Source: an optimization exercise on an open RTL-to-GDS flow (aim: small area, a short achievable clock period and few clock cycles). Production flows keep margins and buffers that such runs may drop.
Only the layout flow was run in this run; the RTL was not checked for function there.
Power is estimated from default activity; no workload was simulated.

**design.v**
```verilog
`timescale 1ns/100ps
`default_nettype none
module M1 (
   input  logic         Clock,
   input  logic         Resetn,
   input  logic         start,
   output logic         done,
   input  logic  [15:0] SRAM_read_data,
   output logic  [17:0] SRAM_address,
   output logic  [15:0] SRAM_write_data,
   output logic         SRAM_we_n
);
localparam [17:0] BASE_U   = 18'd13824;
localparam [17:0] BASE_V   = 18'd20736;
localparam [17:0] BASE_RGB = 18'd220672;
localparam [1:0] S_IDLE = 2'd0, S_FILL = 2'd1, S_RUN = 2'd2;
logic [1:0]  state;
logic [2:0]  ph;         
logic [6:0]  mc;         
logic [13:0] YP;         
logic [12:0] CP;         
logic [15:0] WP;         
logic [7:0]  win [0:19];
logic [7:0]  UB;
logic [15:0] VB;
logic [15:0] Yr;
logic [7:0]  Up, Vp, B0h;
logic [8:0]  ps0, ps1, ps2, ps3, ps4;
logic [9:0]  ps24;
logic [8:0]  fs0, fs1, fs3, fs4;
logic [9:0]  fs24;
logic [21:0] Fs, FrowA, FrowB, FrA, FrB;
logic [7:0]  Fc;
assign ps0 = {1'b0, win[1]} + {1'b0, win[19]};
assign ps1 = {1'b0, win[3]} + {1'b0, win[17]};
assign ps2 = {1'b0, win[5]} + {1'b0, win[15]};
assign ps3 = {1'b0, win[7]} + {1'b0, win[13]};
assign ps4 = {1'b0, win[9]} + {1'b0, win[11]};
assign ps24 = {1'b0, ps2} + {1'b0, ps4};
always_ff @(posedge Clock) begin
   fs0 <= ps0;
   fs1 <= ps1;
   fs3 <= ps3;
   fs4 <= ps4;
   fs24 <= ps24;
end
logic [8:0]  nfs0, nfs1, nfs3, nfs4;
logic [9:0]  nfs24;
assign nfs0 = ~fs0;
assign nfs1 = ~fs1;
assign nfs3 = ~fs3;
assign nfs4 = ~fs4;
assign nfs24 = ~fs24;
logic fl1, fl2, fl3, fl4, fl5, fl6, fl7, fl8, fl9, fl10, fl11, fl12, fl13, fl14, fl15, fl16;
logic fl17, fl18, fl19, fl20, fl21, fl22, fl23, fl24, fl25, fl26, fl27, fl28, fl29, fl30, fl31, fl32;
logic fl33, fl34, fl35, fl36, fl37, fl38, fl39, fl40, fl41, fl42, fl43, fl44, fl45, fl46, fl47, fl48;
logic fl49, fl50, fl51, fl52, fl53, fl54, fl55, fl56, fl57, fl58, fl59, fl60, fl61, fl62, fl63, fl64;
logic fl65, fl66, fl67, fl68, fl69, fl70, fl71, fl72, fl73, fl74, fl75, fl76, fl77, fl78, fl79, fl80;
logic fl81, fl82, fl83, fl84, fl85, fl86, fl87, fl88, fl89, fl90, fl91, fl92, fl93, fl94, fl95, fl96;
logic fl97, fl98, fl99, fl100, fl101, fl102, fl103, fl104, fl105, fl106, fl107, fl108, fl109, fl110, fl111, fl112;
logic fl113, fl114, fl115, fl116, fl117, fl118, fl119, fl120, fl121, fl122, fl123, fl124, fl125, fl126, fl127, fl128;
logic fl129, fl130, fl131, fl132, fl133, fl134, fl135, fl136, fl137, fl138, fl139, fl140, fl141, fl142, fl143, fl144;
logic fl145, fl146, fl147, fl148, fl149, fl150, fl151, fl152, fl153, fl154, fl155, fl156, fl157, fl158, fl159, fl160;
logic fl161, fl162, fl163, fl164, fl165, fl166, fl167, fl168, fl169, fl170, fl171, fl172, fl173, fl174, fl175, fl176;
logic fl177, fl178, fl179, fl180, fl181, fl182, fl183, fl184, fl185, fl186, fl187, fl188, fl189, fl190;
m1_ha u_fl1 (.a(fs0[4]), .b(fs0[1]), .s(fl1), .co(fl2));
m1_ha u_fl3 (.a(fs0[5]), .b(fs0[2]), .s(fl3), .co(fl4));
m1_fa u_fl5 (.a(fs0[6]), .b(fs0[3]), .c(nfs1[7]), .s(fl5), .co(fl6));
m1_ha u_fl7 (.a(nfs1[3]), .b(nfs1[2]), .s(fl7), .co(fl8));
m1_fa u_fl9 (.a(fs0[7]), .b(fs0[4]), .c(nfs1[8]), .s(fl9), .co(fl10));
m1_fa u_fl11 (.a(nfs1[4]), .b(nfs1[3]), .c(nfs24[9]), .s(fl11), .co(fl12));
m1_fa u_fl13 (.a(fs0[8]), .b(fs0[5]), .c(nfs1[5]), .s(fl13), .co(fl14));
m1_ha u_fl15 (.a(fs0[6]), .b(nfs1[6]), .s(fl15), .co(fl16));
m1_ha u_fl17 (.a(fs0[7]), .b(nfs1[7]), .s(fl17), .co(fl18));
m1_fa u_fl19 (.a(fs0[3]), .b(fs0[0]), .c(nfs1[4]), .s(fl19), .co(fl20));
m1_ha u_fl21 (.a(nfs1[0]), .b(nfs24[5]), .s(fl21), .co(fl22));
m1_fa u_fl23 (.a(fl1), .b(nfs1[5]), .c(nfs1[1]), .s(fl23), .co(fl24));
m1_fa u_fl25 (.a(nfs1[0]), .b(nfs24[6]), .c(nfs24[3]), .s(fl25), .co(fl26));
m1_ha u_fl27 (.a(fs24[1]), .b(fs3[2]), .s(fl27), .co(fl28));
m1_fa u_fl29 (.a(fl3), .b(nfs1[6]), .c(nfs1[2]), .s(fl29), .co(fl30));
m1_fa u_fl31 (.a(nfs1[1]), .b(nfs24[7]), .c(nfs24[4]), .s(fl31), .co(fl32));
m1_fa u_fl33 (.a(fs24[2]), .b(fs3[3]), .c(fl2), .s(fl33), .co(fl34));
m1_fa u_fl35 (.a(fl5), .b(fl7), .c(nfs24[8]), .s(fl35), .co(fl36));
m1_fa u_fl37 (.a(nfs24[5]), .b(fs24[3]), .c(nfs24[0]), .s(fl37), .co(fl38));
assign fl39 = ~(fs3[4] ^ fl4);
assign fl40 = fs3[4] | fl4;
m1_fa u_fl41 (.a(fl9), .b(fl11), .c(nfs24[6]), .s(fl41), .co(fl42));
m1_fa u_fl43 (.a(fs24[4]), .b(nfs24[1]), .c(fs3[5]), .s(fl43), .co(fl44));
m1_fa u_fl45 (.a(fs3[0]), .b(fl6), .c(fl8), .s(fl45), .co(fl46));
m1_fa u_fl47 (.a(fl13), .b(nfs1[4]), .c(nfs24[7]), .s(fl47), .co(fl48));
m1_fa u_fl49 (.a(fs24[5]), .b(nfs24[2]), .c(fs3[6]), .s(fl49), .co(fl50));
m1_fa u_fl51 (.a(fs3[1]), .b(fl10), .c(fl12), .s(fl51), .co(fl52));
m1_fa u_fl53 (.a(fl15), .b(nfs1[5]), .c(nfs24[8]), .s(fl53), .co(fl54));
m1_fa u_fl55 (.a(fs24[6]), .b(nfs24[3]), .c(fs3[7]), .s(fl55), .co(fl56));
m1_fa u_fl57 (.a(fs3[2]), .b(fs4[0]), .c(fl14), .s(fl57), .co(fl58));
m1_fa u_fl59 (.a(fl17), .b(nfs1[6]), .c(nfs24[9]), .s(fl59), .co(fl60));
m1_fa u_fl61 (.a(fs24[7]), .b(nfs24[4]), .c(fs3[8]), .s(fl61), .co(fl62));
m1_fa u_fl63 (.a(fs3[3]), .b(fs4[1]), .c(fl16), .s(fl63), .co(fl64));
m1_fa u_fl65 (.a(fs0[8]), .b(nfs1[8]), .c(nfs1[7]), .s(fl65), .co(fl66));
m1_fa u_fl67 (.a(fs24[8]), .b(nfs24[5]), .c(fs3[4]), .s(fl67), .co(fl68));
assign fl69 = ~(fs4[2] ^ fl18);
assign fl70 = fs4[2] | fl18;
m1_fa u_fl71 (.a(nfs1[8]), .b(fs24[9]), .c(nfs24[6]), .s(fl71), .co(fl72));
m1_ha u_fl73 (.a(fs0[1]), .b(nfs1[2]), .s(fl73), .co(fl74));
m1_fa u_fl75 (.a(fs0[2]), .b(nfs1[3]), .c(nfs24[4]), .s(fl75), .co(fl76));
m1_fa u_fl77 (.a(fl19), .b(fl21), .c(nfs24[2]), .s(fl77), .co(fl78));
m1_ha u_fl79 (.a(fs24[0]), .b(fs3[1]), .s(fl79), .co(fl80));
m1_fa u_fl81 (.a(fl23), .b(fl25), .c(fl27), .s(fl81), .co(fl82));
assign fl83 = ~(fl20 ^ fl22);
assign fl84 = fl20 | fl22;
m1_fa u_fl85 (.a(fl29), .b(fl31), .c(fl33), .s(fl85), .co(fl86));
m1_fa u_fl87 (.a(fl24), .b(fl26), .c(fl28), .s(fl87), .co(fl88));
m1_fa u_fl89 (.a(fl35), .b(fl37), .c(fl39), .s(fl89), .co(fl90));
m1_fa u_fl91 (.a(fl30), .b(fl32), .c(fl34), .s(fl91), .co(fl92));
m1_fa u_fl93 (.a(fl41), .b(fl43), .c(fl45), .s(fl93), .co(fl94));
m1_fa u_fl95 (.a(fl36), .b(fl38), .c(fl40), .s(fl95), .co(fl96));
m1_fa u_fl97 (.a(fl47), .b(fl49), .c(fl51), .s(fl97), .co(fl98));
m1_fa u_fl99 (.a(fl42), .b(fl44), .c(fl46), .s(fl99), .co(fl100));
m1_fa u_fl101 (.a(fl53), .b(fl55), .c(fl57), .s(fl101), .co(fl102));
m1_fa u_fl103 (.a(fl48), .b(fl50), .c(fl52), .s(fl103), .co(fl104));
m1_fa u_fl105 (.a(fl59), .b(fl61), .c(fl63), .s(fl105), .co(fl106));
m1_fa u_fl107 (.a(fl54), .b(fl56), .c(fl58), .s(fl107), .co(fl108));
m1_fa u_fl109 (.a(fl65), .b(fl67), .c(fl69), .s(fl109), .co(fl110));
m1_fa u_fl111 (.a(fl60), .b(fl62), .c(fl64), .s(fl111), .co(fl112));
m1_fa u_fl113 (.a(fl71), .b(fs3[5]), .c(fs4[3]), .s(fl113), .co(fl114));
m1_fa u_fl115 (.a(fl66), .b(fl68), .c(fl70), .s(fl115), .co(fl116));
m1_fa u_fl117 (.a(nfs24[7]), .b(fs3[6]), .c(fs4[4]), .s(fl117), .co(fl118));
m1_ha u_fl119 (.a(nfs24[8]), .b(fs3[7]), .s(fl119), .co(fl120));
m1_ha u_fl121 (.a(nfs24[9]), .b(fs3[8]), .s(fl121), .co(fl122));
m1_ha u_fl123 (.a(fl73), .b(nfs24[3]), .s(fl123), .co(fl124));
m1_fa u_fl125 (.a(fl75), .b(nfs24[1]), .c(fs3[0]), .s(fl125), .co(fl126));
m1_fa u_fl127 (.a(fl77), .b(fl79), .c(fl76), .s(fl127), .co(fl128));
m1_fa u_fl129 (.a(fl81), .b(fl83), .c(fl78), .s(fl129), .co(fl130));
m1_fa u_fl131 (.a(fl85), .b(fl87), .c(fl82), .s(fl131), .co(fl132));
m1_fa u_fl133 (.a(fl89), .b(fl91), .c(fl86), .s(fl133), .co(fl134));
m1_fa u_fl135 (.a(fl93), .b(fl95), .c(fl90), .s(fl135), .co(fl136));
m1_fa u_fl137 (.a(fl97), .b(fl99), .c(fl94), .s(fl137), .co(fl138));
m1_fa u_fl139 (.a(fl101), .b(fl103), .c(fl98), .s(fl139), .co(fl140));
m1_fa u_fl141 (.a(fl105), .b(fl107), .c(fl102), .s(fl141), .co(fl142));
m1_fa u_fl143 (.a(fl109), .b(fl111), .c(fl106), .s(fl143), .co(fl144));
m1_fa u_fl145 (.a(fl113), .b(fl115), .c(fl110), .s(fl145), .co(fl146));
m1_fa u_fl147 (.a(fl117), .b(fl72), .c(fl114), .s(fl147), .co(fl148));
m1_fa u_fl149 (.a(fl119), .b(fs4[5]), .c(fl118), .s(fl149), .co(fl150));
m1_fa u_fl151 (.a(fl121), .b(fs4[6]), .c(fl120), .s(fl151), .co(fl152));
m1_ha u_fl153 (.a(nfs1[0]), .b(nfs24[1]), .s(fl153), .co(fl154));
m1_fa u_fl155 (.a(fs0[0]), .b(nfs1[1]), .c(nfs24[2]), .s(fl155), .co(fl156));
assign fl157 = ~(fl123 ^ nfs24[0]);
assign fl158 = fl123 | nfs24[0];
m1_fa u_fl159 (.a(fl125), .b(fl74), .c(fl124), .s(fl159), .co(fl160));
assign fl161 = ~(fl127 ^ fl126);
assign fl162 = fl127 | fl126;
m1_fa u_fl163 (.a(fl129), .b(fl80), .c(fl128), .s(fl163), .co(fl164));
m1_fa u_fl165 (.a(fl131), .b(fl84), .c(fl130), .s(fl165), .co(fl166));
m1_fa u_fl167 (.a(fl133), .b(fl88), .c(fl132), .s(fl167), .co(fl168));
m1_fa u_fl169 (.a(fl135), .b(fl92), .c(fl134), .s(fl169), .co(fl170));
m1_fa u_fl171 (.a(fl137), .b(fl96), .c(fl136), .s(fl171), .co(fl172));
m1_fa u_fl173 (.a(fl139), .b(fl100), .c(fl138), .s(fl173), .co(fl174));
m1_fa u_fl175 (.a(fl141), .b(fl104), .c(fl140), .s(fl175), .co(fl176));
m1_fa u_fl177 (.a(fl143), .b(fl108), .c(fl142), .s(fl177), .co(fl178));
m1_fa u_fl179 (.a(fl145), .b(fl112), .c(fl144), .s(fl179), .co(fl180));
m1_fa u_fl181 (.a(fl147), .b(fl116), .c(fl146), .s(fl181), .co(fl182));
assign fl183 = ~(fl149 ^ fl148);
assign fl184 = fl149 | fl148;
assign fl185 = ~(fl151 ^ fl150);
assign fl186 = fl151 | fl150;
m1_fa u_fl187 (.a(fs4[7]), .b(fl122), .c(fl152), .s(fl187), .co(fl188));
assign fl189 = ~fs4[8];
assign fl190 = fs4[8];
assign FrowA = {1'b1, 1'b1, fl189, fl187, fl185, fl183, fl181, fl179, fl177, fl175, fl173, fl171, fl169, fl167, fl165, fl163, fl161, fl159, fl157, fl155, fl153, nfs24[0]};
assign FrowB = {1'b0, fl190, fl188, fl186, fl184, fl182, fl180, fl178, fl176, fl174, fl172, fl170, fl168, fl166, fl164, fl162, fl160, fl158, fl156, fl154, 1'b1, 1'b1};
always_ff @(posedge Clock) begin
   FrA <= FrowA;
   FrB <= FrowB;
end
assign Fs = FrA + FrB;
assign Fc = Fs[21] ? 8'h00 : Fs[20] ? 8'hFF : Fs[19:12];
logic        odd_sel;
logic [7:0]  Yi, Ui, Vi;
logic [24:0] Rs, Gs;
logic [25:0] Bs;
logic [9:0]  Rr, Gr;
logic [10:0] Br;
logic [7:0]  Rc, Gc, Bc;
always_ff @(posedge Clock) begin
   Yi <= odd_sel ? Yr[7:0] : Yr[15:8];
   Ui <= odd_sel ? Up : win[8];
   Vi <= odd_sel ? Vp : win[7];
end
logic [7:0]  nYi, nUi, nVi;
assign nYi = ~Yi;
assign nUi = ~Ui;
assign nVi = ~Vi;
logic px1, px2, px3, px4, px5, px6, px7, px8, px9, px10, px11, px12, px13, px14, px15, px16;
logic px17, px18, px19, px20, px21, px22, px23, px24, px25, px26, px27, px28, px29, px30, px31, px32;
logic px33, px34, px35, px36, px37, px38, px39, px40, px41, px42, px43, px44, px45, px46, px47, px48;
logic px49, px50, px51, px52, px53, px54, px55, px56, px57, px58, px59, px60, px61, px62, px63, px64;
logic px65, px66, px67, px68, px69, px70, px71, px72, px73, px74, px75, px76, px77, px78, px79, px80;
logic px81, px82, px83, px84, px85, px86, px87, px88, px89, px90, px91, px92, px93, px94, px95, px96;
logic px97, px98, px99, px100, px101, px102, px103, px104, px105, px106, px107, px108, px109, px110, px111, px112;
logic px113, px114, px115, px116, px117, px118, px119, px120, px121, px122, px123, px124, px125, px126, px127, px128;
logic px129, px130, px131, px132, px133, px134, px135, px136, px137, px138, px139, px140, px141, px142, px143, px144;
logic px145, px146, px147, px148, px149, px150, px151, px152, px153, px154, px155, px156, px157, px158, px159, px160;
logic px161, px162, px163, px164, px165, px166, px167, px168, px169, px170, px171, px172, px173, px174, px175, px176;
logic px177, px178, px179, px180, px181, px182, px183, px184, px185, px186, px187, px188, px189, px190, px191, px192;
logic px193, px194, px195, px196, px197, px198, px199, px200, px201, px202, px203, px204, px205, px206, px207, px208;
logic px209, px210, px211, px212, px213, px214, px215, px216, px217, px218, px219, px220, px221, px222, px223, px224;
logic px225, px226, px227, px228, px229, px230, px231, px232, px233, px234, px235, px236, px237, px238, px239, px240;
logic px241, px242, px243, px244, px245, px246, px247, px248, px249, px250, px251, px252, px253, px254, px255, px256;
logic px257, px258, px259, px260, px261, px262, px263, px264, px265, px266, px267, px268, px269, px270, px271, px272;
logic px273, px274, px275, px276, px277, px278, px279, px280, px281, px282, px283, px284, px285, px286, px287, px288;
logic px289, px290, px291, px292, px293, px294, px295, px296, px297, px298, px299, px300, px301, px302, px303, px304;
logic px305, px306, px307, px308, px309, px310, px311, px312, px313, px314, px315, px316, px317, px318, px319, px320;
logic px321, px322, px323, px324, px325, px326, px327, px328, px329, px330, px331, px332, px333, px334, px335, px336;
logic px337, px338, px339, px340, px341, px342, px343, px344, px345, px346, px347, px348, px349, px350, px351, px352;
logic px353, px354, px355, px356, px357, px358, px359, px360, px361, px362, px363, px364, px365, px366, px367, px368;
logic px369, px370, px371, px372, px373, px374, px375, px376, px377, px378, px379, px380, px381, px382, px383, px384;
logic px385, px386, px387, px388, px389, px390, px391, px392, px393, px394, px395, px396, px397, px398, px399, px400;
logic px401, px402, px403, px404, px405, px406, px407, px408, px409, px410, px411, px412, px413, px414, px415, px416;
logic px417, px418, px419, px420, px421, px422, px423, px424, px425, px426, px427, px428, px429, px430, px431, px432;
logic px433, px434, px435, px436, px437, px438, px439, px440, px441, px442, px443, px444, px445, px446, px447, px448;
logic px449, px450, px451, px452, px453, px454, px455, px456, px457, px458, px459, px460, px461, px462, px463, px464;
logic px465, px466, px467, px468, px469, px470, px471, px472, px473, px474, px475, px476, px477, px478, px479, px480;
logic px481, px482, px483, px484, px485, px486, px487, px488, px489, px490, px491, px492, px493, px494, px495, px496;
logic px497, px498, px499, px500, px501, px502, px503, px504, px505, px506, px507, px508, px509, px510, px511, px512;
logic px513, px514, px515, px516, px517, px518, px519, px520, px521, px522, px523, px524, px525, px526, px527, px528;
m1_ha u_px1 (.a(Yi[7]), .b(Yi[5]), .s(px1), .co(px2));
m1_ha u_px3 (.a(Yi[6]), .b(Yi[4]), .s(px3), .co(px4));
m1_ha u_px5 (.a(Yi[7]), .b(Yi[5]), .s(px5), .co(px6));
m1_ha u_px7 (.a(Yi[4]), .b(Yi[2]), .s(px7), .co(px8));
m1_fa u_px9 (.a(Yi[5]), .b(Yi[3]), .c(Yi[1]), .s(px9), .co(px10));
m1_fa u_px11 (.a(Yi[6]), .b(Yi[4]), .c(Yi[2]), .s(px11), .co(px12));
m1_fa u_px13 (.a(px1), .b(Yi[3]), .c(Yi[0]), .s(px13), .co(px14));
m1_fa u_px15 (.a(px3), .b(Yi[1]), .c(px2), .s(px15), .co(px16));
m1_fa u_px17 (.a(px5), .b(Yi[2]), .c(px4), .s(px17), .co(px18));
m1_fa u_px19 (.a(Yi[6]), .b(Yi[3]), .c(px6), .s(px19), .co(px20));
m1_ha u_px21 (.a(Yi[7]), .b(Yi[4]), .s(px21), .co(px22));
m1_ha u_px23 (.a(Yi[2]), .b(Yi[0]), .s(px23), .co(px24));
assign px25 = ~(Yi[3] ^ Yi[1]);
assign px26 = Yi[3] | Yi[1];
assign px27 = ~(px7 ^ Yi[0]);
assign px28 = px7 | Yi[0];
assign px29 = ~(px9 ^ px8);
assign px30 = px9 | px8;
assign px31 = ~(px11 ^ px10);
assign px32 = px11 | px10;
assign px33 = ~(px13 ^ px12);
assign px34 = px13 | px12;
assign px35 = ~(px15 ^ px14);
assign px36 = px15 | px14;
assign px37 = ~(px17 ^ px16);
assign px38 = px17 | px16;
assign px39 = ~(px19 ^ px18);
assign px40 = px19 | px18;
assign px41 = ~(px21 ^ px20);
assign px42 = px21 | px20;
assign px43 = ~(Yi[5] ^ px22);
assign px44 = Yi[5] | px22;
assign px45 = ~Yi[6];
assign px46 = Yi[6];
assign px47 = ~Yi[7];
assign px48 = Yi[7];
m1_ha u_px49 (.a(Yi[6]), .b(Yi[4]), .s(px49), .co(px50));
m1_fa u_px51 (.a(Yi[7]), .b(Yi[5]), .c(Yi[3]), .s(px51), .co(px52));
m1_fa u_px53 (.a(Yi[0]), .b(Vi[5]), .c(Vi[4]), .s(px53), .co(px54));
m1_fa u_px55 (.a(Yi[6]), .b(Yi[4]), .c(Yi[1]), .s(px55), .co(px56));
m1_ha u_px57 (.a(Vi[6]), .b(Vi[5]), .s(px57), .co(px58));
m1_fa u_px59 (.a(Yi[7]), .b(Yi[5]), .c(Yi[2]), .s(px59), .co(px60));
m1_ha u_px61 (.a(Vi[7]), .b(Vi[6]), .s(px61), .co(px62));
m1_ha u_px63 (.a(Yi[6]), .b(Yi[3]), .s(px63), .co(px64));
m1_fa u_px65 (.a(nYi[7]), .b(Yi[0]), .c(Vi[7]), .s(px65), .co(px66));
m1_ha u_px67 (.a(Yi[2]), .b(Yi[0]), .s(px67), .co(px68));
m1_fa u_px69 (.a(Yi[3]), .b(Yi[1]), .c(Vi[5]), .s(px69), .co(px70));
m1_ha u_px71 (.a(Vi[1]), .b(Vi[0]), .s(px71), .co(px72));
m1_fa u_px73 (.a(Yi[4]), .b(Yi[2]), .c(Yi[0]), .s(px73), .co(px74));
m1_fa u_px75 (.a(Vi[6]), .b(Vi[2]), .c(Vi[1]), .s(px75), .co(px76));
m1_fa u_px77 (.a(Yi[5]), .b(Yi[3]), .c(Yi[1]), .s(px77), .co(px78));
m1_fa u_px79 (.a(Vi[7]), .b(Vi[3]), .c(Vi[2]), .s(px79), .co(px80));
m1_fa u_px81 (.a(px49), .b(Yi[2]), .c(Vi[4]), .s(px81), .co(px82));
assign px83 = ~(Vi[3] ^ Vi[0]);
assign px84 = Vi[3] | Vi[0];
m1_fa u_px85 (.a(px51), .b(px53), .c(Vi[1]), .s(px85), .co(px86));
assign px87 = ~(Vi[0] ^ px50);
assign px88 = Vi[0] | px50;
m1_fa u_px89 (.a(px55), .b(px57), .c(Vi[2]), .s(px89), .co(px90));
m1_fa u_px91 (.a(Vi[1]), .b(px52), .c(px54), .s(px91), .co(px92));
m1_fa u_px93 (.a(px59), .b(px61), .c(Vi[3]), .s(px93), .co(px94));
m1_fa u_px95 (.a(Vi[2]), .b(px56), .c(px58), .s(px95), .co(px96));
m1_fa u_px97 (.a(px63), .b(Vi[7]), .c(Vi[4]), .s(px97), .co(px98));
m1_fa u_px99 (.a(Vi[3]), .b(px60), .c(px62), .s(px99), .co(px100));
m1_fa u_px101 (.a(Yi[7]), .b(Yi[4]), .c(Vi[5]), .s(px101), .co(px102));
m1_ha u_px103 (.a(Vi[4]), .b(px64), .s(px103), .co(px104));
m1_fa u_px105 (.a(Yi[5]), .b(Vi[6]), .c(Vi[5]), .s(px105), .co(px106));
m1_ha u_px107 (.a(nYi[4]), .b(Vi[4]), .s(px107), .co(px108));
m1_fa u_px109 (.a(nYi[5]), .b(Vi[5]), .c(Vi[3]), .s(px109), .co(px110));
m1_fa u_px111 (.a(nYi[6]), .b(Vi[6]), .c(Vi[4]), .s(px111), .co(px112));
m1_fa u_px113 (.a(px65), .b(Vi[5]), .c(Vi[2]), .s(px113), .co(px114));
m1_fa u_px115 (.a(Yi[1]), .b(Vi[6]), .c(Vi[3]), .s(px115), .co(px116));
m1_fa u_px117 (.a(px67), .b(Vi[7]), .c(Vi[4]), .s(px117), .co(px118));
m1_fa u_px119 (.a(px69), .b(px71), .c(px68), .s(px119), .co(px120));
m1_fa u_px121 (.a(px73), .b(px75), .c(px70), .s(px121), .co(px122));
m1_fa u_px123 (.a(px77), .b(px79), .c(px74), .s(px123), .co(px124));
m1_fa u_px125 (.a(px81), .b(px83), .c(px78), .s(px125), .co(px126));
m1_fa u_px127 (.a(px85), .b(px87), .c(px82), .s(px127), .co(px128));
m1_fa u_px129 (.a(px89), .b(px91), .c(px86), .s(px129), .co(px130));
m1_fa u_px131 (.a(px93), .b(px95), .c(px90), .s(px131), .co(px132));
m1_fa u_px133 (.a(px97), .b(px99), .c(px94), .s(px133), .co(px134));
m1_fa u_px135 (.a(px101), .b(px103), .c(px98), .s(px135), .co(px136));
m1_fa u_px137 (.a(px105), .b(px102), .c(px104), .s(px137), .co(px138));
m1_fa u_px139 (.a(Yi[6]), .b(Vi[7]), .c(Vi[6]), .s(px139), .co(px140));
m1_ha u_px141 (.a(nYi[0]), .b(Vi[0]), .s(px141), .co(px142));
m1_ha u_px143 (.a(nYi[1]), .b(Vi[1]), .s(px143), .co(px144));
m1_fa u_px145 (.a(nYi[2]), .b(Vi[2]), .c(Vi[0]), .s(px145), .co(px146));
m1_fa u_px147 (.a(nYi[3]), .b(Vi[3]), .c(Vi[1]), .s(px147), .co(px148));
assign px149 = ~(px107 ^ Vi[2]);
assign px150 = px107 | Vi[2];
m1_fa u_px151 (.a(px109), .b(Vi[0]), .c(px108), .s(px151), .co(px152));
m1_fa u_px153 (.a(px111), .b(Vi[1]), .c(px110), .s(px153), .co(px154));
assign px155 = ~(px113 ^ px112);
assign px156 = px113 | px112;
m1_fa u_px157 (.a(px115), .b(px66), .c(px114), .s(px157), .co(px158));
m1_fa u_px159 (.a(px117), .b(Vi[0]), .c(px116), .s(px159), .co(px160));
assign px161 = ~(px119 ^ px118);
assign px162 = px119 | px118;
m1_fa u_px163 (.a(px121), .b(px72), .c(px120), .s(px163), .co(px164));
m1_fa u_px165 (.a(px123), .b(px76), .c(px122), .s(px165), .co(px166));
m1_fa u_px167 (.a(px125), .b(px80), .c(px124), .s(px167), .co(px168));
m1_fa u_px169 (.a(px127), .b(px84), .c(px126), .s(px169), .co(px170));
m1_fa u_px171 (.a(px129), .b(px88), .c(px128), .s(px171), .co(px172));
m1_fa u_px173 (.a(px131), .b(px92), .c(px130), .s(px173), .co(px174));
m1_fa u_px175 (.a(px133), .b(px96), .c(px132), .s(px175), .co(px176));
m1_fa u_px177 (.a(px135), .b(px100), .c(px134), .s(px177), .co(px178));
assign px179 = ~(px137 ^ px136);
assign px180 = px137 | px136;
m1_fa u_px181 (.a(px139), .b(px106), .c(px138), .s(px181), .co(px182));
m1_fa u_px183 (.a(Yi[7]), .b(Vi[7]), .c(px140), .s(px183), .co(px184));
m1_ha u_px185 (.a(Yi[6]), .b(Yi[4]), .s(px185), .co(px186));
m1_fa u_px187 (.a(Yi[7]), .b(Yi[5]), .c(Yi[3]), .s(px187), .co(px188));
m1_ha u_px189 (.a(Yi[6]), .b(Yi[4]), .s(px189), .co(px190));
m1_ha u_px191 (.a(Yi[7]), .b(Yi[5]), .s(px191), .co(px192));
m1_ha u_px193 (.a(nYi[5]), .b(nUi[6]), .s(px193), .co(px194));
m1_fa u_px195 (.a(nYi[6]), .b(nUi[7]), .c(nUi[5]), .s(px195), .co(px196));
m1_fa u_px197 (.a(nYi[7]), .b(Yi[0]), .c(nUi[6]), .s(px197), .co(px198));
m1_ha u_px199 (.a(Yi[1]), .b(nUi[7]), .s(px199), .co(px200));
m1_ha u_px201 (.a(Yi[2]), .b(Yi[0]), .s(px201), .co(px202));
m1_fa u_px203 (.a(Yi[3]), .b(Yi[1]), .c(nUi[6]), .s(px203), .co(px204));
m1_fa u_px205 (.a(Yi[4]), .b(Yi[2]), .c(Yi[0]), .s(px205), .co(px206));
m1_fa u_px207 (.a(Yi[5]), .b(Yi[3]), .c(Yi[1]), .s(px207), .co(px208));
m1_fa u_px209 (.a(nUi[4]), .b(nUi[1]), .c(nUi[0]), .s(px209), .co(px210));
m1_fa u_px211 (.a(px185), .b(Yi[2]), .c(nUi[5]), .s(px211), .co(px212));
m1_fa u_px213 (.a(nUi[2]), .b(nUi[1]), .c(nVi[3]), .s(px213), .co(px214));
m1_ha u_px215 (.a(nVi[1]), .b(nVi[0]), .s(px215), .co(px216));
m1_fa u_px217 (.a(px187), .b(Yi[0]), .c(nUi[6]), .s(px217), .co(px218));
m1_fa u_px219 (.a(nUi[3]), .b(nUi[2]), .c(nVi[4]), .s(px219), .co(px220));
m1_fa u_px221 (.a(nVi[2]), .b(nVi[1]), .c(px186), .s(px221), .co(px222));
m1_fa u_px223 (.a(px189), .b(Yi[1]), .c(nUi[7]), .s(px223), .co(px224));
m1_fa u_px225 (.a(nUi[4]), .b(nUi[3]), .c(nVi[5]), .s(px225), .co(px226));
m1_fa u_px227 (.a(nVi[3]), .b(nVi[2]), .c(px188), .s(px227), .co(px228));
m1_fa u_px229 (.a(px191), .b(Yi[2]), .c(nUi[5]), .s(px229), .co(px230));
m1_fa u_px231 (.a(nUi[4]), .b(nVi[6]), .c(nVi[4]), .s(px231), .co(px232));
assign px233 = ~(nVi[3] ^ px190);
assign px234 = nVi[3] | px190;
m1_fa u_px235 (.a(Yi[6]), .b(Yi[3]), .c(nUi[6]), .s(px235), .co(px236));
m1_fa u_px237 (.a(nUi[5]), .b(nVi[7]), .c(nVi[5]), .s(px237), .co(px238));
m1_ha u_px239 (.a(nVi[4]), .b(px192), .s(px239), .co(px240));
m1_fa u_px241 (.a(Yi[7]), .b(Yi[4]), .c(nUi[7]), .s(px241), .co(px242));
m1_fa u_px243 (.a(nUi[6]), .b(nVi[6]), .c(nVi[5]), .s(px243), .co(px244));
m1_ha u_px245 (.a(nYi[2]), .b(nUi[3]), .s(px245), .co(px246));
m1_fa u_px247 (.a(nYi[3]), .b(nUi[4]), .c(nUi[2]), .s(px247), .co(px248));
m1_ha u_px249 (.a(nUi[1]), .b(nVi[0]), .s(px249), .co(px250));
m1_fa u_px251 (.a(nYi[4]), .b(nUi[5]), .c(nUi[3]), .s(px251), .co(px252));
m1_fa u_px253 (.a(nUi[2]), .b(nUi[0]), .c(nVi[1]), .s(px253), .co(px254));
m1_fa u_px255 (.a(px193), .b(nUi[4]), .c(nUi[3]), .s(px255), .co(px256));
assign px257 = ~(nUi[1] ^ nVi[2]);
assign px258 = nUi[1] | nVi[2];
m1_fa u_px259 (.a(px195), .b(nUi[4]), .c(nUi[2]), .s(px259), .co(px260));
assign px261 = ~(nVi[3] ^ px194);
assign px262 = nVi[3] | px194;
m1_fa u_px263 (.a(px197), .b(nUi[5]), .c(nUi[3]), .s(px263), .co(px264));
assign px265 = ~(nVi[4] ^ px196);
assign px266 = nVi[4] | px196;
m1_fa u_px267 (.a(px199), .b(nUi[6]), .c(nUi[4]), .s(px267), .co(px268));
m1_fa u_px269 (.a(nUi[0]), .b(nVi[5]), .c(px198), .s(px269), .co(px270));
m1_fa u_px271 (.a(px201), .b(nUi[7]), .c(nUi[5]), .s(px271), .co(px272));
m1_fa u_px273 (.a(nUi[1]), .b(nVi[6]), .c(px200), .s(px273), .co(px274));
m1_fa u_px275 (.a(px203), .b(nUi[2]), .c(nVi[7]), .s(px275), .co(px276));
assign px277 = ~(nVi[0] ^ px202);
assign px278 = nVi[0] | px202;
m1_fa u_px279 (.a(px205), .b(nUi[7]), .c(nUi[3]), .s(px279), .co(px280));
m1_fa u_px281 (.a(nUi[0]), .b(nVi[1]), .c(px204), .s(px281), .co(px282));
m1_fa u_px283 (.a(px207), .b(px209), .c(nVi[2]), .s(px283), .co(px284));
assign px285 = ~(nVi[0] ^ px206);
assign px286 = nVi[0] | px206;
m1_fa u_px287 (.a(px211), .b(px213), .c(px215), .s(px287), .co(px288));
assign px289 = ~(px208 ^ px210);
assign px290 = px208 | px210;
m1_fa u_px291 (.a(px217), .b(px219), .c(px221), .s(px291), .co(px292));
m1_fa u_px293 (.a(px212), .b(px214), .c(px216), .s(px293), .co(px294));
m1_fa u_px295 (.a(px223), .b(px225), .c(px227), .s(px295), .co(px296));
m1_fa u_px297 (.a(px218), .b(px220), .c(px222), .s(px297), .co(px298));
m1_fa u_px299 (.a(px229), .b(px231), .c(px233), .s(px299), .co(px300));
m1_fa u_px301 (.a(px224), .b(px226), .c(px228), .s(px301), .co(px302));
m1_fa u_px303 (.a(px235), .b(px237), .c(px239), .s(px303), .co(px304));
m1_fa u_px305 (.a(px230), .b(px232), .c(px234), .s(px305), .co(px306));
m1_fa u_px307 (.a(px241), .b(px243), .c(px236), .s(px307), .co(px308));
assign px309 = ~(px238 ^ px240);
assign px310 = px238 | px240;
m1_fa u_px311 (.a(Yi[5]), .b(nUi[7]), .c(nVi[7]), .s(px311), .co(px312));
m1_fa u_px313 (.a(nVi[6]), .b(px242), .c(px244), .s(px313), .co(px314));
m1_ha u_px315 (.a(Yi[6]), .b(nVi[7]), .s(px315), .co(px316));
m1_ha u_px317 (.a(nYi[1]), .b(nUi[2]), .s(px317), .co(px318));
m1_fa u_px319 (.a(px245), .b(nUi[1]), .c(nUi[0]), .s(px319), .co(px320));
m1_fa u_px321 (.a(px247), .b(px249), .c(px246), .s(px321), .co(px322));
m1_fa u_px323 (.a(px251), .b(px253), .c(px248), .s(px323), .co(px324));
m1_fa u_px325 (.a(px255), .b(px257), .c(px252), .s(px325), .co(px326));
m1_fa u_px327 (.a(px259), .b(px261), .c(px256), .s(px327), .co(px328));
m1_fa u_px329 (.a(px263), .b(px265), .c(px260), .s(px329), .co(px330));
m1_fa u_px331 (.a(px267), .b(px269), .c(px264), .s(px331), .co(px332));
m1_fa u_px333 (.a(px271), .b(px273), .c(px268), .s(px333), .co(px334));
m1_fa u_px335 (.a(px275), .b(px277), .c(px272), .s(px335), .co(px336));
m1_fa u_px337 (.a(px279), .b(px281), .c(px276), .s(px337), .co(px338));
m1_fa u_px339 (.a(px283), .b(px285), .c(px280), .s(px339), .co(px340));
m1_fa u_px341 (.a(px287), .b(px289), .c(px284), .s(px341), .co(px342));
m1_fa u_px343 (.a(px291), .b(px293), .c(px288), .s(px343), .co(px344));
m1_fa u_px345 (.a(px295), .b(px297), .c(px292), .s(px345), .co(px346));
m1_fa u_px347 (.a(px299), .b(px301), .c(px296), .s(px347), .co(px348));
m1_fa u_px349 (.a(px303), .b(px305), .c(px300), .s(px349), .co(px350));
m1_fa u_px351 (.a(px307), .b(px309), .c(px304), .s(px351), .co(px352));
m1_fa u_px353 (.a(px311), .b(px313), .c(px308), .s(px353), .co(px354));
m1_fa u_px355 (.a(px315), .b(px312), .c(px314), .s(px355), .co(px356));
m1_ha u_px357 (.a(nYi[0]), .b(nUi[1]), .s(px357), .co(px358));
assign px359 = ~(px317 ^ nUi[0]);
assign px360 = px317 | nUi[0];
assign px361 = ~(px319 ^ px318);
assign px362 = px319 | px318;
assign px363 = ~(px321 ^ px320);
assign px364 = px321 | px320;
m1_fa u_px365 (.a(px323), .b(px250), .c(px322), .s(px365), .co(px366));
m1_fa u_px367 (.a(px325), .b(px254), .c(px324), .s(px367), .co(px368));
m1_fa u_px369 (.a(px327), .b(px258), .c(px326), .s(px369), .co(px370));
m1_fa u_px371 (.a(px329), .b(px262), .c(px328), .s(px371), .co(px372));
m1_fa u_px373 (.a(px331), .b(px266), .c(px330), .s(px373), .co(px374));
m1_fa u_px375 (.a(px333), .b(px270), .c(px332), .s(px375), .co(px376));
m1_fa u_px377 (.a(px335), .b(px274), .c(px334), .s(px377), .co(px378));
m1_fa u_px379 (.a(px337), .b(px278), .c(px336), .s(px379), .co(px380));
m1_fa u_px381 (.a(px339), .b(px282), .c(px338), .s(px381), .co(px382));
m1_fa u_px383 (.a(px341), .b(px286), .c(px340), .s(px383), .co(px384));
m1_fa u_px385 (.a(px343), .b(px290), .c(px342), .s(px385), .co(px386));
m1_fa u_px387 (.a(px345), .b(px294), .c(px344), .s(px387), .co(px388));
m1_fa u_px389 (.a(px347), .b(px298), .c(px346), .s(px389), .co(px390));
m1_fa u_px391 (.a(px349), .b(px302), .c(px348), .s(px391), .co(px392));
m1_fa u_px393 (.a(px351), .b(px306), .c(px350), .s(px393), .co(px394));
m1_fa u_px395 (.a(px353), .b(px310), .c(px352), .s(px395), .co(px396));
assign px397 = ~(px355 ^ px354);
assign px398 = px355 | px354;
m1_fa u_px399 (.a(Yi[7]), .b(px316), .c(px356), .s(px399), .co(px400));
m1_fa u_px401 (.a(nYi[4]), .b(Ui[5]), .c(Ui[3]), .s(px401), .co(px402));
m1_fa u_px403 (.a(nYi[5]), .b(Ui[6]), .c(Ui[4]), .s(px403), .co(px404));
m1_fa u_px405 (.a(nYi[6]), .b(Ui[7]), .c(Ui[5]), .s(px405), .co(px406));
m1_ha u_px407 (.a(Ui[4]), .b(Ui[2]), .s(px407), .co(px408));
m1_fa u_px409 (.a(nYi[7]), .b(Yi[0]), .c(Ui[6]), .s(px409), .co(px410));
assign px411 = ~(Ui[5] ^ Ui[3]);
assign px412 = Ui[5] | Ui[3];
m1_fa u_px413 (.a(Yi[1]), .b(Ui[7]), .c(Ui[6]), .s(px413), .co(px414));
assign px415 = ~(Ui[4] ^ Ui[0]);
assign px416 = Ui[4] | Ui[0];
m1_fa u_px417 (.a(Yi[2]), .b(Yi[0]), .c(Ui[7]), .s(px417), .co(px418));
assign px419 = ~(Ui[5] ^ Ui[1]);
assign px420 = Ui[5] | Ui[1];
m1_fa u_px421 (.a(Yi[3]), .b(Yi[1]), .c(Ui[6]), .s(px421), .co(px422));
m1_fa u_px423 (.a(Yi[4]), .b(Yi[2]), .c(Yi[0]), .s(px423), .co(px424));
m1_ha u_px425 (.a(Ui[7]), .b(Ui[3]), .s(px425), .co(px426));
m1_fa u_px427 (.a(Yi[5]), .b(Yi[3]), .c(Yi[1]), .s(px427), .co(px428));
m1_fa u_px429 (.a(Yi[6]), .b(Yi[4]), .c(Yi[2]), .s(px429), .co(px430));
m1_fa u_px431 (.a(Yi[7]), .b(Yi[5]), .c(Yi[3]), .s(px431), .co(px432));
m1_ha u_px433 (.a(Yi[0]), .b(Ui[6]), .s(px433), .co(px434));
m1_fa u_px435 (.a(Yi[6]), .b(Yi[4]), .c(Yi[1]), .s(px435), .co(px436));
assign px437 = ~(Ui[7] ^ Ui[0]);
assign px438 = Ui[7] | Ui[0];
m1_fa u_px439 (.a(Yi[7]), .b(Yi[5]), .c(Yi[2]), .s(px439), .co(px440));
m1_ha u_px441 (.a(Yi[6]), .b(Yi[3]), .s(px441), .co(px442));
m1_ha u_px443 (.a(nYi[2]), .b(Ui[3]), .s(px443), .co(px444));
m1_fa u_px445 (.a(nYi[3]), .b(Ui[4]), .c(Ui[2]), .s(px445), .co(px446));
m1_fa u_px447 (.a(px401), .b(Ui[2]), .c(Ui[0]), .s(px447), .co(px448));
m1_fa u_px449 (.a(px403), .b(Ui[3]), .c(Ui[1]), .s(px449), .co(px450));
m1_fa u_px451 (.a(px405), .b(px407), .c(px404), .s(px451), .co(px452));
m1_fa u_px453 (.a(px409), .b(px411), .c(px406), .s(px453), .co(px454));
m1_fa u_px455 (.a(px413), .b(px415), .c(px410), .s(px455), .co(px456));
m1_fa u_px457 (.a(px417), .b(px419), .c(px414), .s(px457), .co(px458));
m1_fa u_px459 (.a(px421), .b(Ui[2]), .c(px418), .s(px459), .co(px460));
m1_fa u_px461 (.a(px423), .b(px425), .c(px422), .s(px461), .co(px462));
m1_fa u_px463 (.a(px427), .b(Ui[4]), .c(px424), .s(px463), .co(px464));
m1_fa u_px465 (.a(px429), .b(Ui[5]), .c(px428), .s(px465), .co(px466));
m1_fa u_px467 (.a(px431), .b(px433), .c(px430), .s(px467), .co(px468));
m1_fa u_px469 (.a(px435), .b(px437), .c(px432), .s(px469), .co(px470));
m1_fa u_px471 (.a(px439), .b(Ui[1]), .c(px436), .s(px471), .co(px472));
m1_fa u_px473 (.a(px441), .b(Ui[2]), .c(px440), .s(px473), .co(px474));
m1_fa u_px475 (.a(Yi[7]), .b(Yi[4]), .c(Ui[3]), .s(px475), .co(px476));
m1_ha u_px477 (.a(Yi[5]), .b(Ui[4]), .s(px477), .co(px478));
m1_ha u_px479 (.a(Yi[6]), .b(Ui[5]), .s(px479), .co(px480));
m1_ha u_px481 (.a(Yi[7]), .b(Ui[6]), .s(px481), .co(px482));
m1_ha u_px483 (.a(nYi[0]), .b(Ui[1]), .s(px483), .co(px484));
m1_fa u_px485 (.a(nYi[1]), .b(Ui[2]), .c(Ui[0]), .s(px485), .co(px486));
m1_fa u_px487 (.a(px443), .b(Ui[1]), .c(Ui[0]), .s(px487), .co(px488));
m1_fa u_px489 (.a(px445), .b(Ui[1]), .c(px444), .s(px489), .co(px490));
assign px491 = ~(px447 ^ px446);
assign px492 = px447 | px446;
m1_fa u_px493 (.a(px449), .b(px402), .c(px448), .s(px493), .co(px494));
assign px495 = ~(px451 ^ px450);
assign px496 = px451 | px450;
m1_fa u_px497 (.a(px453), .b(px408), .c(px452), .s(px497), .co(px498));
m1_fa u_px499 (.a(px455), .b(px412), .c(px454), .s(px499), .co(px500));
m1_fa u_px501 (.a(px457), .b(px416), .c(px456), .s(px501), .co(px502));
m1_fa u_px503 (.a(px459), .b(px420), .c(px458), .s(px503), .co(px504));
assign px505 = ~(px461 ^ px460);
assign px506 = px461 | px460;
m1_fa u_px507 (.a(px463), .b(px426), .c(px462), .s(px507), .co(px508));
assign px509 = ~(px465 ^ px464);
assign px510 = px465 | px464;
assign px511 = ~(px467 ^ px466);
assign px512 = px467 | px466;
m1_fa u_px513 (.a(px469), .b(px434), .c(px468), .s(px513), .co(px514));
m1_fa u_px515 (.a(px471), .b(px438), .c(px470), .s(px515), .co(px516));
assign px517 = ~(px473 ^ px472);
assign px518 = px473 | px472;
m1_fa u_px519 (.a(px475), .b(px442), .c(px474), .s(px519), .co(px520));
assign px521 = ~(px477 ^ px476);
assign px522 = px477 | px476;
assign px523 = ~(px479 ^ px478);
assign px524 = px479 | px478;
assign px525 = ~(px481 ^ px480);
assign px526 = px481 | px480;
m1_ha u_px527 (.a(Ui[7]), .b(px482), .s(px527), .co(px528));
assign Rs = {1'b1, 1'b1, px183, px181, px179, px177, px175, px173, px171, px169, px167, px165, px163, px161, px159, px157, px155, px153, px151, px149, px147, px145, px143, px141, 1'b0} + {1'b0, px184, px182, px180, px178, px176, px174, px172, px170, px168, px166, px164, px162, px160, px158, px156, px154, px152, px150, px148, px146, px144, px142, 1'b1, 1'b0};
assign Gs = {1'b1, 1'b1, px399, px397, px395, px393, px391, px389, px387, px385, px383, px381, px379, px377, px375, px373, px371, px369, px367, px365, px363, px361, px359, px357, nUi[0]} + {1'b0, px400, px398, px396, px394, px392, px390, px388, px386, px384, px382, px380, px378, px376, px374, px372, px370, px368, px366, px364, px362, px360, px358, 1'b1, 1'b1};
assign Bs = {1'b1, 1'b1, px527, px525, px523, px521, px519, px517, px515, px513, px511, px509, px507, px505, px503, px501, px499, px497, px495, px493, px491, px489, px487, px485, px483, Ui[0]} + {1'b0, px528, px526, px524, px522, px520, px518, px516, px514, px512, px510, px508, px506, px504, px502, px500, px498, px496, px494, px492, px490, px488, px486, px484, 1'b1, 1'b0};
always_ff @(posedge Clock) begin
   Rr <= Rs[24:15];
   Gr <= Gs[24:15];
   Br <= Bs[25:15];
end
assign Rc = Rr[9] ? 8'h00 : Rr[8] ? 8'hFF : Rr[7:0];
assign Gc = Gr[9] ? 8'h00 : Gr[8] ? 8'hFF : Gr[7:0];
assign Bc = Br[10] ? 8'h00 : (Br[9] | Br[8]) ? 8'hFF : Br[7:0];
logic run, fill;
logic m_neg;           
logic m_odd;           
logic [6:0] m;         
logic last_row;
assign run   = (state == S_RUN);
assign fill  = (state == S_FILL);
assign m_neg = (mc == 7'd0);
assign m     = mc - 7'd1;
assign m_odd = ~mc[0];
assign last_row = CP[12] & CP[11] & CP[9] & CP[8];    
localparam [2:0] SH_NONE = 3'd0, SH_BUS = 3'd1, SH_VBH = 3'd2, SH_VBL = 3'd3,
                 SH_UB = 3'd4, SH_CLAMP = 3'd5;
logic [2:0] sh;
logic ub_ld, vb_ld, y_ld, up_ld, vp_ld;
always_comb begin
   sh = SH_NONE;
   ub_ld = 1'b0; vb_ld = 1'b0; y_ld = 1'b0; up_ld = 1'b0; vp_ld = 1'b0;
   odd_sel = 1'b1;
   if (run) begin
      case (ph)
         3'd0: up_ld = 1'b1;
         3'd1: ;
         3'd2: begin
            if (mc == 7'd96) begin               
               sh = SH_BUS; vb_ld = 1'b1;
            end else if (!m_odd && m <= 7'd88 && !m_neg) begin
               sh = SH_BUS; ub_ld = 1'b1;
            end else if (m_odd && (m_neg || m <= 7'd89)) begin
               sh = SH_UB;
            end else
               sh = SH_CLAMP;
            if (m_odd && (m_neg || m <= 7'd87)) vb_ld = 1'b1;
         end
         3'd3: begin
            y_ld = 1'b1;
            if (mc == 7'd96) begin               
               sh = SH_BUS; ub_ld = 1'b1;
            end else if (m_odd && (m_neg || m <= 7'd87))
               sh = SH_VBH;
            else if (!m_odd && m <= 7'd88)
               sh = SH_VBL;
            else
               sh = SH_CLAMP;
         end
         default: begin  
            vp_ld = 1'b1;
            odd_sel = 1'b0;
            if (mc == 7'd96) sh = SH_CLAMP;      
         end
      endcase
   end else if (fill) begin
      case (mc[4:0])
         5'd2:  begin sh = SH_BUS; vb_ld = 1'b1; end    
         5'd3:  begin sh = SH_BUS; ub_ld = 1'b1; end    
         5'd12: sh = SH_VBL;                            
         5'd13: sh = SH_UB;                             
         5'd14: begin sh = SH_BUS; vb_ld = 1'b1; end    
         5'd15: begin sh = SH_BUS; ub_ld = 1'b1; end    
         5'd16: sh = SH_VBL;                            
         5'd17: sh = SH_UB;                             
         5'd18: begin sh = SH_BUS; vb_ld = 1'b1; end    
         5'd19: begin sh = SH_BUS; ub_ld = 1'b1; end    
         5'd20: sh = SH_VBL;                            
         default: if (mc >= 7'd4) sh = SH_CLAMP;
      endcase
   end
end
logic [7:0] sh_in;
always_comb begin
   case (sh)
      SH_BUS:  sh_in = SRAM_read_data[15:8];
      SH_VBH:  sh_in = VB[15:8];
      SH_VBL:  sh_in = VB[7:0];
      SH_UB:   sh_in = UB;
      default: sh_in = win[18];
   endcase
end
always_ff @(posedge Clock) begin
   if (sh != SH_NONE) begin
      for (int i = 0; i < 19; i++) win[i] <= win[i+1];
      win[19] <= sh_in;
   end
   if (ub_ld) UB <= SRAM_read_data[7:0];
   if (vb_ld) VB <= SRAM_read_data;
   if (y_ld)  Yr <= SRAM_read_data;
   if (up_ld) Up <= Fc;
   if (vp_ld) Vp <= Fc;
   B0h <= Bc;
   case (ph)
      3'd1:    SRAM_write_data <= {Rc, Gc};
      3'd2:    SRAM_write_data <= {B0h, Rc};
      default: SRAM_write_data <= {Gc, Bc};
   endcase
end
always_ff @(posedge Clock or negedge Resetn) begin
   if (~Resetn) begin
      state <= S_IDLE;
      done <= 1'b0;
      SRAM_we_n <= 1'b1;
   end else begin
      SRAM_we_n <= 1'b1;
      case (state)
         S_IDLE: if (start) begin
            done <= 1'b0;
            state <= S_FILL;
         end
         S_FILL: if (mc == 7'd20) state <= S_RUN;
         default: begin  
            if ((ph == 3'd1 || ph == 3'd2 || ph == 3'd3) && !m_neg) SRAM_we_n <= 1'b0;
            if (ph == 3'd4 && mc == 7'd96) begin
               if (last_row) begin
                  state <= S_IDLE;
                  done <= 1'b1;
               end else
                  state <= S_FILL;
            end
         end
      endcase
   end
end
always_ff @(posedge Clock) begin
   SRAM_address <= {2'b11, WP};        
   case (state)
      S_IDLE: begin
         if (start) begin
            mc <= 7'd0;
            YP <= 14'd0;
            CP <= 13'd0;
            WP <= BASE_RGB[15:0];
            SRAM_address <= BASE_V;               
         end
      end
      S_FILL: begin
         mc <= (mc == 7'd20) ? 7'd0 : mc + 7'd1;
         case (mc[4:0])
            5'd0:  begin SRAM_address <= BASE_U + CP; CP <= CP + 13'd1; end
            5'd11: SRAM_address <= BASE_V + CP;
            5'd12: begin SRAM_address <= BASE_U + CP; CP <= CP + 13'd1; end
            5'd15: SRAM_address <= BASE_V + CP;
            5'd16: begin SRAM_address <= BASE_U + CP; CP <= CP + 13'd1; end
            5'd20: SRAM_address <= BASE_V + CP;   
            default: ;
         endcase
         ph <= 3'd0;
      end
      default: begin  
         ph <= (ph == 3'd4) ? 3'd0 : ph + 3'd1;
         case (ph)
            3'd0: begin
               if (mc != 7'd96) begin
                  SRAM_address <= {4'd0, YP};
                  YP <= YP + 14'd1;
               end else if (!last_row) begin
                  SRAM_address <= BASE_U + CP;
                  CP <= CP + 13'd1;
               end
            end
            3'd1, 3'd2, 3'd3: begin
               if (!m_neg) begin
                  SRAM_address <= {2'b11, WP};
                  WP <= WP + 16'd1;
               end
            end
            default: begin  
               if (mc == 7'd96) begin
                  mc <= 7'd5;
               end else begin
                  mc <= mc + 7'd1;
                  if (mc == 7'd95) begin
                     if (!last_row) SRAM_address <= BASE_V + CP;    
                  end else if (mc[0] && mc <= 7'd87) begin
                     SRAM_address <= BASE_V + CP;                   
                  end else if (!mc[0] && mc <= 7'd88) begin
                     SRAM_address <= BASE_U + CP;                   
                     CP <= CP + 13'd1;
                  end
               end
            end
         endcase
      end
   endcase
end
endmodule
module m1_fa (input logic a, input logic b, input logic c, output logic s, output logic co);
assign s = a ^ b ^ c;
assign co = (a & b) | (c & (a ^ b));
endmodule
module m1_ha (input logic a, input logic b, output logic s, output logic co);
assign s = a ^ b;
assign co = a & b;
endmodule
```
**flow/run.sh**
```bash
#!/bin/bash
set -euo pipefail
bash standard.sh SETUP_SLACK_MARGIN=9 finish > standard_make.log 2>&1
```
**standard.sh**
```bash
#!/bin/bash
# synth_recipe.tcl (not shown) runs the flow's synth.tcl, then flattens the netlist and writes it again
# the make line also repeats each setting of config.mk as NAME=value (left out here)
make -C /OpenROAD-flow-scripts/flow DESIGN_CONFIG=/design/flow/config.mk WORK_HOME=/design/flow/orfs CLKGATE_MAP_FILE= SYNTH_SCRIPT=/design/flow/synth_recipe.tcl "${@:-finish}"
```
**config.mk**
```make
export PLATFORM = sky130hd
export DESIGN_NAME = M1
export DESIGN_NICKNAME = M1
export VERILOG_FILES = /design/flow/design.v
export SDC_FILE = /design/flow/constraint.sdc
export NUM_CORES = 4
export LEC_CHECK = 0
export ABC_CLOCK_PERIOD_IN_PS = 4000
export CAP_MARGIN = 20
export CORE_MARGIN = 2
export CORE_UTILIZATION = 55
export SETUP_SLACK_MARGIN = 5
export SLEW_MARGIN = 20
export SYNTH_HIERARCHICAL = 1
```
**constraint.sdc**
```tcl
create_clock -name core_clock -period 14.0 [get_ports {Clock}]
set_input_delay 2.8000 -clock core_clock [delete_from_list [all_inputs] [get_ports {Clock}]]
set_output_delay 2.8000 -clock core_clock [all_outputs]
set_load 0.01 [all_outputs]
```
==> flow_summary.yaml <==
sta:
  timing.final.ws_setup_ps: 9210
  setup_viol: 0
  relSlewSlack_pct: 30.7
  max_freq_mhz: 209
  slew_violations: 0
  rsz0062_at_grt: "true"
  fin_worst_skew_ps: 18.9
  fin_crit_sh_pct: 34.2
  hold_viol_final: 0
  tns_ps: 0
  post-route-min-period_ps: 4790
  worst_slew_pin_slew_ps: 1030
drt:
  drtIter0Drc: 1167
  ant_nets: 0
  drt-pass1-iter-count: 5
  wl_per_cell_um: 20.0
  vias: 17228
  drt-vias-per-instance: 5.66
  drc: 0
  wirelength_um: 61100
global_routing:
  grt.overflow.total: 0
  antenna_found_initial: 1
  grt_use_total_pct: 24.5
  grt_pass1_wl_um: 96000
  grt_pass1_vias: 17305
  grt_max_degree: 77
clock_tree:
  clock_path_buffers: 3
  cts_hold_buf: 0
  cts.reportedPaths.clkPinSlew_ps: 60
  cts_buffers: 48
  cts_max_level: 2
  cts_root_buf: "clkbuf_16"
  cts_tree: "yes"
  clock_latency_ps: 590
  numClockSinks: 446
synth:
  synth_edf_count: 261
  syn_inst: 2262
  yosys_warnings: 8
  synth_top_cells_by_area: "edfxtp_1 29%, fa_1 19%, dfxtp_1 13%, ha_1 10%, inv_1 3.9%"
  synthArstFlopShare_pct: 0.897
  synthDominantCellAreaShare_pct: 29.0
  syn_area_per_cell_um2: 12.0
  ys_seq_elements: 446
  netlist_area_mm2: 0.0271
  synth-main-ff-cell: "edfxtp_1"
  syn_nets: 2766
  ys_seq_area_share_pct: 42.7
  synth_top_area_cell: "edfxtp_1"
  synth.distinct_cells: 80
placed_design:
  io_buffers: 54
  post-place-ws_ps: 8750
  gp_congestion: 0.900
  dp_hpwl_um: 46000
cells_and_area:
  synthToLayoutAreaGrowth_pct: 11.8
  layout_common_cells: "279 x inv_1, 263 x fa_1, 261 x edfxtp_1"
  final_common_cell: "inv_1"
  nets: 2845
  fin_util_pct: 62.1
  drive_gt1_share_pct: 7.64
  nFillCells: 3909
min_path:
  min_path_type: "reg -> reg"
power_and_ir_drop:
  power_density_mw_per_mm2: 90.2
  swShare_pct: 20.0
  ir_worst_vdd_uv: 92.2
  p_comb_share_pct: 0.9
  p_sw_mw: 0.546
  leakage_nw: 12.6
  p_total_mw: 2.73
  seqPwrFrac_pct: 50.7
  p_int_mw: 2.18
  pwr-share-clk_pct: 48.4
run_status:
  run_status: "no timing/DRC/antenna violations"
floorplanning:
  dieWidth_um: 226
  die_area_mm2: 0.0510
  floorplan.initialDensity_pct: 55.5
  rows: 81
  die_y_um: 226
  core-area_mm2: 0.0487
  ios: 55
critical_path:
  worstPathMaxFanout: 13
  crit_arrival_ps: 5270
  start_kind: "flip-flop"
  endpoint_kind: "flip-flop"
  required_ps: 14480
  critPathKind: "reg -> reg"
flow_run:
  maxCapViolCount: 0
## layer usage
layer	track usage (%)	vias up	routed length, µm
met5	0	-	0
met4	5.62	0	1060
met3	3.12	83	2790
met2	39.1	448	28100
met1	36.1	8645	29100
li1	-	8052	-
## path summary, 6_finish.rpt
check / startpoint / to / slack, ps / cells past startpoint
worst max-delay path: Yi[2] / Rr[8] / 9210 / 11
max in group asynchronous: Resetn / SRAM_we_n / 11360 / 1
worst min register to register: fs4[8] / FrB[20] / 360 / 0
min in group asynchronous: Resetn / done / 2410 / 1
worst min-delay path: fs4[8] / FrB[20] / 360 / 0
worst max register to register: Yi[2] / Rr[8] / 9210 / 11
## Yosys cell counts, types with 16 or more instances
cell type  number
a21o_1         42
o221ai_1       18
a31oi_1        16
and2_1         18
nand2_1        95
inv_1         284
xor2_1         38
dfxtp_1       181
a211oi_1       27
o21bai_1       30
nor3_1         18
edfxtp_1      261
xnor2_1        55
nor2_1        129
ha_1          222
clkbuf_1       51
a21oi_1       107
nand3_1        42
mux2_2         25
o211ai_1       16
o21ai_0        88
fa_1          263
## what timing repair did
| item | CTS | global route |
|---|---|---|
| pin swaps | 1 | 4 |
| buffers inserted | 1 | 18 |
| setup endpoints to repair | 156 | 159 |
| cloned | 1 | 0 |
| gates resized for setup | 6 | 21 |
## sequential cells by signal (all words and copies together) (netlist names), 9 cells and up
| name | flops |
|---|---|
| CP | 13 |
| fs1 | 9 |
| SRAM_address | 17 |
| fs24 | 10 |
| win | 152 |
| FrA | 20 |
| SRAM_write_data | 16 |
| fs0 | 9 |
| Gr | 10 |
| Rr | 10 |
| VB | 16 |
| FrB | 19 |
| Yr | 16 |
| YP | 14 |
| Br | 11 |
| fs3 | 9 |
| WP | 16 |
| fs4 | 9 |
## modules after synthesis (local to each module, per instance)
module | copies in the design | cell area [µm²]
m1_ha | 46 | 12.5
M1 | 1 | 21500
m1_fa | 250 | 20.0
## worst max-delay path, stage by stage (launching register included)
cell and delay, ps:
dfxtp_1 380, buf_4 350, fa_1 510, fa_1 520
fa_1 510, fa_1 480, ha_1 350, and4_1 240
a31oi_2 270, a311oi_1 220, or4b_2 650, and3_1 190
## cells by family (layout without fill, tap and decap cells)
logic type	after synthesis	after routing	share of synthesized area, %
AO/OA/AOI/OAI	449	449	11.1
buffers and inverters	352	470	4.95
AND/OR/NAND/NOR	410	411	7.34
multiplexers	26	26	1.08
other	0	1	0
flip-flops	446	446	42.7
XOR/XNOR	94	94	3.07
adder cells (fa/ha/maj)	485	485	29.7
## per-stage QoR
stage	instance area (µm²)	hold slack, ps	std cells
global route	30200	377	3045
CTS	30100	362	3027
global placement	28400	348	2935
detailed placement	28400	354	2935
finish	30300	364	3046
floorplan	27100	331	2262
## cell type report
type / instances / area (µm²) / share of cell area (%)
multi-input cells: 1465 / 14200 / 47.1
flip-flops and latches: 446 / 11600 / 38.3
clock buffers: 62 / 1320 / 4.38
inverters: 286 / 1090 / 3.61
repair buffers: 94 / 848 / 2.80
well taps: 664 / 831 / 2.75
clock inverters: 28 / 333 / 1.10
diodes: 1 / 2.50 / 0.00827
## power by group through the flow
stage | sequential (mW) | clock, mW | combinational (mW)
floorplan | 1.42 | 0 | 0.00300
finish | 1.38 | 1.32 | 0.0241
detailed placement | 1.41 | 0 | 0.0243
CTS | 1.38 | 1.35 | 0.0244
global route | 1.38 | 1.40 | 0.0260
global placement | 1.41 | 0 | 0.0243

## static timing again, ports no longer ideal
Ports are ideal in the flow. The routed layout listed here was re-timed in OpenROAD.
Step 1 (the two cells are an assumption about what drives the block):
set clk [get_ports {Clock}]
set_driving_cell -lib_cell sky130_fd_sc_hd__clkbuf_16 $clk
set_driving_cell -lib_cell sky130_fd_sc_hd__buf_2 [delete_from_list [all_inputs] $clk]
Step 2 also shifts input and output timing later by t, the mid clock arrival at the registers, as if the neighbouring blocks saw the same clock.
Slacks: no drivers / after step 1 / after step 2; pairs: no drivers / after step 1.
t (ns): 0.646
setup slack, ns: 9.208 / 9.208 / 9.208
worst hold slack (ns): 0.364 / 0.364 / 0.364
worst slew at a driven data input, ns: 0.03
cell pins on the clock port's net: 1
After both steps setup and hold are still met in this run. For this run, drivers alone change the setup slack by 0.000 ns; drivers and shift together by 0.000 ns.
